This is an optimization exercise on Yosys and OpenROAD, whose aim is a short achievable clock period and few clock cycles, not a production implementation.
Where RTL was checked, it was by simulation tests only, not by an equivalence proof against the original.

Setup of main:
==> flow/design.v <==
module wisc_core (
	err, halt, imem_addr, dmem_addr, dmem_wdata, dmem_en, dmem_wr,
	clk, rst, imem_rdata, dmem_rdata
	);
	input clk;
	input rst;
	output err;
	output halt;
	output [15:0] imem_addr;
	input  [15:0] imem_rdata;
	output [15:0] dmem_addr;
	output [15:0] dmem_wdata;
	output dmem_en;
	output dmem_wr;
	input  [15:0] dmem_rdata;
	reg [15:0] pc_f;             
	reg [15:0] ir_x;             
	reg [15:0] pc2_x;            
	reg        v_x;              
	reg        pt_x;             
	reg [15:0] pc_x;             
	reg [15:0]  bt_v;
	reg [255:0] bt_pc;
	reg [255:0] bt_tgt;
	reg [15:0] m_addr, m_wdata;  
	reg        m_en, m_wr, m_ld;
	reg [2:0]  m_rd;             
	reg        halted;
	reg        err_r;
	reg [15:0] r0, r1, r2, r3, r4, r5, r6, r7;
	wire [4:0] op = ir_x[15:11];
	wire [2:0] rs = ir_x[10:8];
	wire [2:0] rt = ir_x[7:5];
	wire [2:0] rd = ir_x[4:2];
	wire i_halt  = (op == 5'b00000);
	wire i_ill   = (op[4:1] == 4'b0001);
	wire i_j     = (op == 5'b00100);
	wire i_jr    = (op == 5'b00101);
	wire i_jal   = (op == 5'b00110);
	wire i_jalr  = (op == 5'b00111);
	wire i_subi  = (op == 5'b01000);
	wire i_immal = (op[4:2] == 3'b010);    
	wire i_br    = (op[4:2] == 3'b011);
	wire i_st    = (op == 5'b10000);
	wire i_ld    = (op == 5'b10001);
	wire i_slbi  = (op == 5'b10010);
	wire i_stu   = (op == 5'b10011);
	wire i_shi   = (op[4:2] == 3'b101);
	wire i_lbi   = (op == 5'b11000);
	wire i_btr   = (op == 5'b11001);
	wire i_shr   = (op == 5'b11010);
	wire i_arith = (op == 5'b11011);
	wire i_set   = (op[4:2] == 3'b111);
	wire rs_used = ~(op[4:2] == 3'b000 || i_j || i_jal || i_lbi);
	wire rt_used = i_st | i_stu | i_shr | i_arith | i_set;
	function [15:0] rsel(input [2:0] s, input [15:0] a0, input [15:0] a1,
		input [15:0] a2, input [15:0] a3, input [15:0] a4, input [15:0] a5,
		input [15:0] a6, input [15:0] a7);
		case (s)
			3'd0: rsel = a0; 3'd1: rsel = a1; 3'd2: rsel = a2; 3'd3: rsel = a3;
			3'd4: rsel = a4; 3'd5: rsel = a5; 3'd6: rsel = a6; default: rsel = a7;
		endcase
	endfunction
	wire [15:0] A = rsel(rs, r0, r1, r2, r3, r4, r5, r6, r7);
	wire [15:0] B = rsel(rt, r0, r1, r2, r3, r4, r5, r6, r7);
	wire stall = v_x & m_ld & ((rs_used & (rs == m_rd)) | (rt_used & (rt == m_rd)));
	wire ex = v_x & ~stall & ~halted;    
	wire [15:0] imm5s  = {{11{ir_x[4]}}, ir_x[4:0]};
	wire [15:0] imm5z  = {11'd0, ir_x[4:0]};
	wire [15:0] imm8s  = {{8{ir_x[7]}}, ir_x[7:0]};
	wire [15:0] imm11s = {{5{ir_x[10]}}, ir_x[10:0]};
	wire sub_op = i_subi | (i_arith & (ir_x[1:0] == 2'b01));
	wire [15:0] add_a = sub_op ? ~A : A;
	wire [15:0] add_b = i_arith ? B : imm5s;
	wire [15:0] sum = add_a + add_b + {15'd0, sub_op};
	wire [16:0] diff = {1'b0, A} + {1'b0, ~B} + 17'd1;
	wire lt  = (A[15] ^ B[15]) ? A[15] : diff[15];
	wire eq  = (A == B);
	wire [16:0] csum = {1'b0, A} + {1'b0, B};
	reg set_v;
	always @(*) begin
		case (op[1:0])
			2'b00: set_v = eq;
			2'b01: set_v = lt;
			2'b10: set_v = lt | eq;
			default: set_v = csum[16];
		endcase
	end
	wire [3:0] cnt = i_shr ? B[3:0] : ir_x[3:0];
	wire [1:0] sop = i_shr ? ir_x[1:0] : op[1:0];
	wire [31:0] rotl_w = {A, A} << cnt;
	wire [31:0] rotr_w = {A, A} >> cnt;
	reg [15:0] shv;
	always @(*) begin
		case (sop)
			2'b00: shv = rotl_w[31:16];           
			2'b01: shv = A << cnt;                
			2'b10: shv = rotr_w[15:0];            
			default: shv = A >> cnt;              
		endcase
	end
	wire [15:0] rev;
	genvar gi;
	generate for (gi = 0; gi < 16; gi = gi + 1) begin : g_rev
		assign rev[gi] = A[15-gi];
	end endgenerate
	wire [15:0] lop_b = i_arith ? B : imm5z;
	wire [15:0] xorv  = A ^ lop_b;
	wire [15:0] andnv = A & ~lop_b;
	wire is_xor = i_arith ? (ir_x[1:0] == 2'b10) : (op[1:0] == 2'b11);
	wire is_andn = i_arith ? (ir_x[1:0] == 2'b11) : (op[1:0] == 2'b10);
	reg [15:0] res;
	always @(*) begin
		if (i_jal | i_jalr)            res = pc2_x;
		else if (i_set)                res = {15'd0, set_v};
		else if (i_shi | i_shr)        res = shv;
		else if (i_btr)                res = rev;
		else if (i_lbi)                res = imm8s;
		else if (i_slbi)               res = {A[7:0], ir_x[7:0]};
		else if (is_xor & (i_immal | i_arith))  res = xorv;
		else if (is_andn & (i_immal | i_arith)) res = andnv;
		else                           res = sum;
	end
	wire wr_en = i_immal | i_shi | i_ld | i_stu | i_lbi | i_slbi | i_btr |
		i_shr | i_arith | i_set | i_jal | i_jalr;
	wire wr_x = ex & wr_en & ~i_ld;    
	reg [2:0] wsel;
	always @(*) begin
		if (i_jal | i_jalr)                    wsel = 3'd7;
		else if (i_stu | i_lbi | i_slbi)       wsel = rs;
		else if (i_immal | i_shi | i_ld)       wsel = rt;
		else                                   wsel = rd;
	end
	reg cond;
	always @(*) begin
		case (op[1:0])
			2'b00: cond = (A != 16'd0);
			2'b01: cond = (A == 16'd0);
			2'b10: cond = A[15];
			default: cond = ~A[15];
		endcase
	end
	wire [15:0] tgt_pc  = pc2_x + ((i_j | i_jal) ? imm11s : imm8s);
	wire [15:0] tgt_reg = A + imm8s;
	wire taken = i_j | i_jal | i_jr | i_jalr | (i_br & cond);
	wire ctl = i_j | i_jal | i_jr | i_jalr | i_br;
	wire redirect = ex & ((taken != pt_x) | ((i_jr | i_jalr) & (tgt_reg != pc_f)));
	wire [15:0] npc = ~taken ? pc2_x : (i_jr | i_jalr) ? tgt_reg : tgt_pc;
	wire [3:0] bt_i = pc_f[4:1];
	wire bt_hit = bt_v[bt_i] & (bt_pc[16*bt_i +: 16] == pc_f);
	wire [15:0] pc2_f = pc_f + 16'd2;
	wire m_ld_wr = m_ld;    
	always @(posedge clk) begin
		if (rst) begin
			pc_f   <= 16'd0;
			v_x    <= 1'b0;
			m_en   <= 1'b0;
			m_wr   <= 1'b0;
			m_ld   <= 1'b0;
			halted <= 1'b0;
			err_r  <= 1'b0;
		end else begin
			if (redirect) begin
				pc_f <= npc;
				v_x  <= 1'b0;
			end else if (!stall) begin
				pc_f  <= bt_hit ? bt_tgt[16*bt_i +: 16] : pc2_f;
				ir_x  <= imem_rdata;
				pc2_x <= pc2_f;
				pc_x  <= pc_f;
				pt_x  <= bt_hit;
				v_x   <= 1'b1;
			end
			m_en <= ex & (i_st | i_ld | i_stu);
			m_wr <= ex & (i_st | i_stu);
			m_ld <= ex & i_ld;
			if (ex & i_halt) halted <= 1'b1;
			err_r <= ex & i_ill;
		end
		m_addr  <= sum;
		m_wdata <= B;
		m_rd    <= rt;
	end
	always @(posedge clk) begin
		if (rst)
			bt_v <= 16'd0;
		else if (ex & ctl) begin
			bt_v[pc_x[4:1]] <= taken;
			bt_pc[16*pc_x[4:1] +: 16]  <= pc_x;
			bt_tgt[16*pc_x[4:1] +: 16] <= npc;
		end
	end
	always @(posedge clk) begin
		if (m_ld_wr & (m_rd == 3'd0)) r0 <= dmem_rdata;
		if (m_ld_wr & (m_rd == 3'd1)) r1 <= dmem_rdata;
		if (m_ld_wr & (m_rd == 3'd2)) r2 <= dmem_rdata;
		if (m_ld_wr & (m_rd == 3'd3)) r3 <= dmem_rdata;
		if (m_ld_wr & (m_rd == 3'd4)) r4 <= dmem_rdata;
		if (m_ld_wr & (m_rd == 3'd5)) r5 <= dmem_rdata;
		if (m_ld_wr & (m_rd == 3'd6)) r6 <= dmem_rdata;
		if (m_ld_wr & (m_rd == 3'd7)) r7 <= dmem_rdata;
		if (wr_x & (wsel == 3'd0)) r0 <= res;
		if (wr_x & (wsel == 3'd1)) r1 <= res;
		if (wr_x & (wsel == 3'd2)) r2 <= res;
		if (wr_x & (wsel == 3'd3)) r3 <= res;
		if (wr_x & (wsel == 3'd4)) r4 <= res;
		if (wr_x & (wsel == 3'd5)) r5 <= res;
		if (wr_x & (wsel == 3'd6)) r6 <= res;
		if (wr_x & (wsel == 3'd7)) r7 <= res;
	end
	assign imem_addr  = pc_f;
	assign dmem_addr  = m_addr;
	assign dmem_wdata = m_wdata;
	assign dmem_en    = m_en;
	assign dmem_wr    = m_wr;
	assign halt       = halted;
	assign err        = err_r;
endmodule
clock: 24.0 ns
lec_check: 0
abc_clock_period_in_ps: 4000
cap_margin: 20
core_margin: 2
core_utilization: 40
slew_margin: 20
standard.sh (not shown) runs the stock make flow with config.mk's settings and CLKGATE_MAP_FILE= SYNTH_SCRIPT=/design/flow/synth_recipe.tcl, a recipe that flattens the netlist after the stock synthesis.
==> flow/flow/run.sh <==
#!/bin/bash
# Layout flow: the standard flow (standard.sh, unchanged synthesis), with
# strong port buffers and timing repair that aims for much more setup slack
# than the 24 ns clock needs. Each tool's output goes to a log file here.
set -e
export SETUP_SLACK_MARGIN=18.3
export BUFFER_PORTS_ARGS="-buffer_cell sky130_fd_sc_hd__buf_4"
bash standard.sh > standard.log 2>&1
The following lists how the feature branch was set up differently from main:
--- a/flow/design.v
+++ b/flow/design.v
@@ -17,11 +17,6 @@
 	reg [15:0] ir_x;             
 	reg [15:0] pc2_x;            
 	reg        v_x;              
-	reg        pt_x;             
-	reg [15:0] pc_x;             
-	reg [15:0]  bt_v;
-	reg [255:0] bt_pc;
-	reg [255:0] bt_tgt;
 	reg [15:0] m_addr, m_wdata;  
 	reg        m_en, m_wr, m_ld;
 	reg [2:0]  m_rd;             
@@ -143,12 +138,8 @@
 	wire [15:0] tgt_pc  = pc2_x + ((i_j | i_jal) ? imm11s : imm8s);
 	wire [15:0] tgt_reg = A + imm8s;
 	wire taken = i_j | i_jal | i_jr | i_jalr | (i_br & cond);
-	wire ctl = i_j | i_jal | i_jr | i_jalr | i_br;
-	wire redirect = ex & ((taken != pt_x) | ((i_jr | i_jalr) & (tgt_reg != pc_f)));
-	wire [15:0] npc = ~taken ? pc2_x : (i_jr | i_jalr) ? tgt_reg : tgt_pc;
-	wire [3:0] bt_i = pc_f[4:1];
-	wire bt_hit = bt_v[bt_i] & (bt_pc[16*bt_i +: 16] == pc_f);
-	wire [15:0] pc2_f = pc_f + 16'd2;
+	wire redirect = ex & taken;
+	wire [15:0] npc = (i_jr | i_jalr) ? tgt_reg : tgt_pc;
 	wire m_ld_wr = m_ld;    
 	always @(posedge clk) begin
 		if (rst) begin
@@ -164,11 +155,9 @@
 				pc_f <= npc;
 				v_x  <= 1'b0;
 			end else if (!stall) begin
-				pc_f  <= bt_hit ? bt_tgt[16*bt_i +: 16] : pc2_f;
+				pc_f  <= pc_f + 16'd2;
 				ir_x  <= imem_rdata;
-				pc2_x <= pc2_f;
-				pc_x  <= pc_f;
-				pt_x  <= bt_hit;
+				pc2_x <= pc_f + 16'd2;
 				v_x   <= 1'b1;
 			end
 			m_en <= ex & (i_st | i_ld | i_stu);
@@ -180,15 +169,6 @@
 		m_addr  <= sum;
 		m_wdata <= B;
 		m_rd    <= rt;
-	end
-	always @(posedge clk) begin
-		if (rst)
-			bt_v <= 16'd0;
-		else if (ex & ctl) begin
-			bt_v[pc_x[4:1]] <= taken;
-			bt_pc[16*pc_x[4:1] +: 16]  <= pc_x;
-			bt_tgt[16*pc_x[4:1] +: 16] <= npc;
-		end
 	end
 	always @(posedge clk) begin
 		if (m_ld_wr & (m_rd == 3'd0)) r0 <= dmem_rdata;
Notes after the runs:
Diff main -> the feature branch | placed cell count | down by more than a quarter. Initial cell density of the core, main and the feature branch: smaller value in main. Measured against each other, main and the feature branch differ in fmax, the higher figure coming from the feature branch. Looking at critical path's slowest cell, the dfxtp_4 result is from main; the dfxtp_2 one comes from the feature branch. When the final numbers for main and the feature branch were put side by side, the worst hold-check slack turned out to be greater in the feature branch. Post-route worst setup slack ended up 220 ps higher on the feature branch than on main. Final worst-path cycle share ended up 0.90 points lower on the feature branch than on main.
Testbench counts of the feature branch, summed over its fixed seeds: cycles 101,860.
The RTL of main was laid out without a check of its function.

[afterwards: timing with drivers on the ports]
The results above use ideal ports. As a check the final layouts listed here were re-extracted and re-timed, cells and wires unchanged. Step 1 sets driving cells, clkbuf_16 on the clock port and buf_2 on the other inputs (assumed; they add their load-dependent delay and slew). Step 2 also shifts input and output timing later by t, the mid clock arrival at the registers, as if the neighbouring blocks saw the same clock. a / b / c = no drivers / after step 1 / after step 2; a / b = the first two.
run | t (ns) | setup slack, ns | hold WS [ns] | clock arrival spread, ns
main | 0.723 | 17.924 / 17.855 / 17.630 | 0.486 / 0.486 / 0.486 | 0.053 / 0.054
the feature branch | 0.611 | 18.140 / 18.079 / 18.008 | 0.520 / 0.520 / 0.520 | 0.041 / 0.041
After both steps setup and hold are still met in every run listed. The setup slack of main, which loses most, moves by -0.069 ns with the drivers and by -0.294 ns with both steps.
